From an optimization exercise on the open Yosys and OpenROAD flow, aimed at small area; shortcuts taken in it are not production practice. The RTL was checked by simulation tests, not by an equivalence proof against the original design. Power is estimated from default activity; no workload was simulated.

the previous run:
## case2mod_new
module case2mod_new
  (input  clk,
   input  reset,
   input  clk_enable,
   input  AP,
   input  VP,
   input  [15:0] SArest,
   input  [15:0] AVforw,
   input  PAC_en,
   input  PVC_en,
   output ce_out,
   output NA1Out,
   output NA2Out,
   output NA3Out,
   output NA4Out,
   output NA5Out,
   output NA6Out,
   output NA7Out);
Size: ~16000 sq um of cells after synthesis.
==> module path_aut, before the edit <==
module path_aut
  #(parameter VARF = 0,
    parameter FW = 16,
    parameter [FW-1:0] FTAP = 0,
    parameter [FW-1:0] FZ = 0,
    parameter [FW-1:0] F1 = 0,
    parameter [FW-1:0] F3 = 0,
    parameter BW = 16,
    parameter [BW-1:0] BTAP = 0,
    parameter [BW-1:0] BZ = 0,
    parameter [BW-1:0] B1 = 0,
    parameter [BW-1:0] B3 = 0)
  (input  clk,
   input  reset,
   input  enb,
   input  in1,
   input  in2,
   input  en_nz,
   input  en_3,
   input  ex_nz,
   input  ex_3,
   input  [15:0] forw,
   output out1,
   output out2,
   output out1_q,    
   output out2_q);
  reg sA, sC, sD, sR;
  reg nidle, o1, o2;        
  reg [FW-1:0] fcur;
  reg [BW-1:0] bcm;         
  wire [BW-1:0] bcur = bcm ^ BZ;
  reg bdef3;
  wire sI = ~(sA | sC | sD | sR);
  wire idle = ~nidle;
  wire [FW-1:0] fnew;
  wire [FW-1:0] fdef;
  generate
    if (VARF) begin : g_varf
      reg [FW-1:0] fdef_r;
      wire [FW-1:0] f1 = forw[FW-1:0];
      assign fnew = en_3 ? (f1 + {f1[FW-2:0], 1'b0}) : f1;
      wire we = enb & en_nz;
      always @(posedge clk or posedge reset)
        if (reset) fdef_r <= {FW{1'b0}};
        else fdef_r <= fdef_r ^ ((fdef_r ^ fnew) & {FW{we}});
      assign fdef = fdef_r;
    end else begin : g_constf
      reg fdef3;
      assign fnew = en_3 ? F3 : F1;
      wire we = enb & en_nz;
      always @(posedge clk or posedge reset)
        if (reset) fdef3 <= 1'b0;
        else fdef3 <= fdef3 ^ ((fdef3 ^ en_3) & we);
      assign fdef = fdef3 ? F3 : F1;
    end
  endgenerate
  wire [BW-1:0] bnew = ex_3 ? B3 : B1;
  wire [BW-1:0] bdef = bdef3 ? B3 : B1;
  wire [FW-1:0] fdef_t = en_nz ? fnew : fdef;
  wire [FW-1:0] fcur_t = (en_nz & idle) ? fnew : fcur;
  wire [BW-1:0] bdef_t = ex_nz ? bnew : bdef;
  wire [BW-1:0] bcur_t = (ex_nz & idle) ? bnew : bcur;
  wire fz = (fcur_t == FZ);
  wire bz = (bcur_t == BZ);
  wire [FW-1:0] fcur_dec = VARF ? fcur_t - 1'b1 : {fcur_t[FW-2:0], ^(fcur_t & FTAP)};
  wire [BW-1:0] bcur_dec = {bcur_t[BW-2:0], ^(bcur_t & BTAP)};
  wire a_run  = sA & ~in2 & ~fz;        
  wire a_out  = sA & ~in2 & fz;         
  wire a_dbl  = sA & in2;
  wire d_ante = sD & bz;                
  wire d_conf = sD & ~bz & ~fz;
  wire d_ret  = sD & ~bz & fz;          
  wire r_out  = sR & bz & ~in1;         
  wire r_dbl  = sR & in1;
  wire r_run  = sR & ~in1 & ~bz;        
  wire i_ante = sI & in1;
  wire i_ret  = sI & ~in1 & in2;
  wire sA_n = a_run | d_ante | i_ante;
  wire sC_n = a_out | d_conf | r_out;
  wire sD_n = a_dbl | r_dbl;
  wire sR_n = d_ret | i_ret | r_run;
  wire nidle_n = ~sC & (nidle | a_run);
  wire o1_n = d_ante | r_out | (o1 & ~sC & ~a_run);
  wire o2_n = a_out | d_ret | (o2 & ~sC & ~r_run);
  wire [FW-1:0] fcur_n = (sD & ~bz) ? fdef_t : ((sA & ~in2) ? fcur_dec : fcur_t);
  wire [BW-1:0] bcur_n = (d_ante | d_conf | r_out) ? bdef_t : (r_run ? bcur_dec : bcur_t);
  always @(posedge clk or posedge reset)
    if (reset) begin
      sA   <= 1'b0;
      sC   <= 1'b0;
      sD   <= 1'b0;
      sR   <= 1'b0;
      nidle <= 1'b0;
      o1   <= 1'b0;
      o2   <= 1'b0;
      bcm  <= {BW{1'b0}};
    end else if (enb) begin
      sA   <= sA_n;
      sC   <= sC_n;
      sD   <= sD_n;
      sR   <= sR_n;
      nidle <= nidle_n;
      o1   <= o1_n;
      o2   <= o2_n;
      bcm  <= bcur_n ^ BZ;
    end
  wire bwe = enb & ex_nz;
  always @(posedge clk or posedge reset)
    if (reset) begin
      fcur <= {FW{1'b0}};
      bdef3 <= 1'b0;
    end else begin
    fcur  <= fcur ^ ((fcur ^ fcur_n) & {FW{enb}});
    bdef3 <= bdef3 ^ ((bdef3 ^ ex_3) & bwe);
  end
  assign out1 = o1_n;
  assign out2 = o2_n;
  assign out1_q = o1;
  assign out2_q = o2;
endmodule
Settings: LEC_CHECK=0, CAP_MARGIN=20, CORE_MARGIN=2, CORE_UTILIZATION=65, SLEW_MARGIN=20; clock period 10.0 ns.
standard.sh (not shown) runs the stock make flow with config.mk's settings and CLKGATE_MAP_FILE= SYNTH_SCRIPT=/design/flow/synth_recipe.tcl, a recipe that flattens the netlist after the stock synthesis.
==> flow/flow/run.sh <==
#!/bin/bash
# Own layout flow: the standard flow (standard.sh), with three changes:
#  1. after the standard synthesis, its combinational logic is mapped again
#     by ABC for area (flow/remap.abc); the flip-flops are kept as they are
#     (same instances, names and cells), and the new netlist is proved
#     equivalent to the standard one before it is used (else the standard
#     netlist is kept);
#  2. clock tree synthesis uses clkbuf_8 sink clusters and no dummy loads;
#  3. ports are buffered with buf_1 (every port still gets its own buffer).
# Each tool's output goes to a log file of its own in this folder.
set -euo pipefail
W=$(pwd)
K=$W/flow
R=$W/orfs/results/${FLOW_PLATFORM}/case2mod_new/base
LIB=$FLOW_HOME/platforms/${FLOW_PLATFORM}/lib/sky130_fd_sc_hd__tt_025C_1v80.lib
YOSYS=$(command -v yosys || echo "$FLOW_HOME/../tools/install/yosys/bin/yosys")

export CTS_ARGS="-sink_clustering_enable -repair_clock_nets -dont_use_dummy_load -buf_list sky130_fd_sc_hd__clkbuf_8 -sink_clustering_size 16 -sink_clustering_max_diameter 80"
export BUFFER_PORTS_ARGS="-buffer_cell sky130_fd_sc_hd__buf_1"

bash standard.sh synth > standard_synth.log 2>&1
cp "$R/1_2_yosys.v" "$W/std_netlist.v"

SEQ=$(tr '\n' ' ' < "$K/seq.txt")
DU=$(sed 's/^/-dont_use /' "$K/dont_use.txt" | tr '\n' ' ')
TOP=${FLOW_TOP}

# The remap is run with four ABC random seeds in parallel; the smallest
# result that is proved equivalent is used.
for S in 0 1 2 3; do
  sed "s/-S 0/-S $S/" "$K/remap.abc" > "$W/remap_$S.abc"
  cat > "$W/remap_$S.ys" <<EOS
read_liberty -ignore_miss_func $LIB
blackbox $SEQ
read_verilog $W/std_netlist.v
hierarchy -check -top $TOP
flatten
opt_clean
abc -liberty $LIB -script $W/remap_$S.abc $DU
opt_clean -purge
hilomap -singleton -hicell sky130_fd_sc_hd__conb_1 HI -locell sky130_fd_sc_hd__conb_1 LO
splitnets
opt_clean -purge
insbuf -buf sky130_fd_sc_hd__buf_4 A X
opt_clean -purge
stat -liberty $LIB
select -assert-none t:\$_*
write_verilog -noattr -nohex -nodec $W/remapped_$S.v
EOS
  (timeout 1200 "$YOSYS" -s "$W/remap_$S.ys" > "$W/remap_$S.log" 2>&1 || rm -f "$W/remapped_$S.v") &
done
wait
: > "$W/remap_areas.txt"
for S in 0 1 2 3; do
  if [[ -f "$W/remapped_$S.v" ]]; then
    area=$(grep "Chip area" "$W/remap_$S.log" | tail -1 | awk '{print $NF}')
    echo "$area $S" >> "$W/remap_areas.txt"
  fi
done
sort -g "$W/remap_areas.txt" -o "$W/remap_areas.txt"

# Equivalence of the two netlists: both read with the flip-flops as black
# boxes, every flip-flop instance turned into ports named after it (so the
# proof pairs flip-flops by instance name), then a SAT proof of the miter.
for x in gold gate; do
  if [[ $x == gold ]]; then f=$W/std_netlist.v; else f=$W/remapped.v; fi
  cat > "$W/eq_$x.ys" <<EOS
read_liberty -ignore_miss_func $LIB
blackbox $SEQ
read_verilog $f
hierarchy -check -top $TOP
flatten
delete t:\$scopeinfo
expose -evert -sep __ t:sky130_fd_sc_hd__*
opt_clean -purge
rename $TOP $x
write_verilog -noattr $W/eq_$x.v
EOS
done
cat > "$W/eq_miter.ys" <<EOS
read_liberty -ignore_miss_func $LIB
read_verilog $W/eq_gold.v $W/eq_gate.v
flatten
miter -equiv -flatten -make_assert gold gate miter
hierarchy -top miter
sat -verify -prove-asserts miter
EOS

use_remap=0
while read -r area S; do
  cp "$W/remapped_$S.v" "$W/remapped.v"
  if timeout 600 "$YOSYS" -s "$W/eq_gold.ys" > "$W/eq_gold.log" 2>&1 &&
     timeout 600 "$YOSYS" -s "$W/eq_gate.ys" > "$W/eq_gate.log" 2>&1 &&
     timeout 1200 "$YOSYS" -s "$W/eq_miter.ys" > "$W/eq_miter.log" 2>&1; then
    use_remap=1
    echo "seed=$S area=$area" > "$W/remap_choice.txt"
    break
  fi
done < "$W/remap_areas.txt"
echo "use_remap=$use_remap" > "$W/remap_result.txt"
if [[ $use_remap == 1 ]]; then
  cp "$W/remapped.v" "$R/1_2_yosys.v"
  rm -f "$R/1_synth.odb" "$R/1_synth.sdc"
fi

bash standard.sh > standard.log 2>&1
Other scripts of this flow, unchanged in this note and not shown: flow/flow/dont_use.txt, flow/flow/remap.abc, flow/flow/seq.txt
[inputs] the current run vs the previous run
--- a/flow/design.v
+++ b/flow/design.v
@@ -129,19 +129,23 @@
    input  ex_3,
    input  [15:0] forw,
    output out1,
    output out2,
    output out1_q,    
    output out2_q);
-  reg sA, sC, sD, sR;
+  reg [2:0] st;
+  wire sA = (st == 3'b001);
+  wire sR = (st == 3'b010);
+  wire sD = (st == 3'b011);
+  wire sC = st[2];
   reg nidle, o1, o2;        
   reg [FW-1:0] fcur;
   reg [BW-1:0] bcm;         
   wire [BW-1:0] bcur = bcm ^ BZ;
   reg bdef3;
-  wire sI = ~(sA | sC | sD | sR);
+  wire sI = (st == 3'b000);
   wire idle = ~nidle;
   wire [FW-1:0] fnew;
   wire [FW-1:0] fdef;
   generate
     if (VARF) begin : g_varf
       reg [FW-1:0] fdef_r;
@@ -191,25 +195,19 @@
   wire o1_n = d_ante | r_out | (o1 & ~sC & ~a_run);
   wire o2_n = a_out | d_ret | (o2 & ~sC & ~r_run);
   wire [FW-1:0] fcur_n = (sD & ~bz) ? fdef_t : ((sA & ~in2) ? fcur_dec : fcur_t);
   wire [BW-1:0] bcur_n = (d_ante | d_conf | r_out) ? bdef_t : (r_run ? bcur_dec : bcur_t);
   always @(posedge clk or posedge reset)
     if (reset) begin
-      sA   <= 1'b0;
-      sC   <= 1'b0;
-      sD   <= 1'b0;
-      sR   <= 1'b0;
+      st   <= 3'b000;
       nidle <= 1'b0;
       o1   <= 1'b0;
       o2   <= 1'b0;
       bcm  <= {BW{1'b0}};
     end else if (enb) begin
-      sA   <= sA_n;
-      sC   <= sC_n;
-      sD   <= sD_n;
-      sR   <= sR_n;
+      st   <= {sC_n, sR_n | sD_n, sA_n | sD_n};
       nidle <= nidle_n;
       o1   <= o1_n;
       o2   <= o2_n;
       bcm  <= bcur_n ^ BZ;
     end
   wire bwe = enb & ex_nz;
### Flow results
- The current run vs the previous run: post-synthesis to final-layout area growth up in the current run
- Core utilization: the current run lower than the previous run
- Of the two values seen for slowest cell on the critical path, nor4_1 was produced by the current run and clkinv_1 by the previous run.
- The previous run has higher final period demand of the worst path than the current run.
- Compared with the previous run, the current run has extra setup slack.
- Switching portion of total power (higher): the previous run
- Diff the previous run -> the current run: gate count after technology mapping moved down, initial antenna violation count went down by 1.

## static timing again, ports no longer ideal
In the flow no input, the clock included, has a driving cell. The finished layouts below were timed again as built, in two steps. Step 1, drivers: a clkbuf_16 drives clk and a buf_2 each remaining input, both assumed. Step 2 also shifts input and output timing later by t, the mid clock arrival at the registers, as if the neighbouring blocks saw the same clock. Slacks: no drivers / after step 1 / after step 2; pairs: no drivers / after step 1.
| run | t, ns | setup slack, ns | worst setup path after step 2 | latest minus earliest clock arrival (ns) | worst slew at a driven data input, ns |
|---|---|---|---|---|---|
| the previous run | 0.601 | 4.363 / 4.387 / 3.786 | input to register | 0.050 / 0.049 | 0.07 |
| the current run | 0.606 | 4.680 / 4.703 / 4.097 | input to register | 0.010 / 0.010 | 0.04 |
After both steps setup and hold are still met in every run listed. For the current run, which loses most, drivers alone change the setup slack by +0.023 ns; drivers and shift together by -0.583 ns.
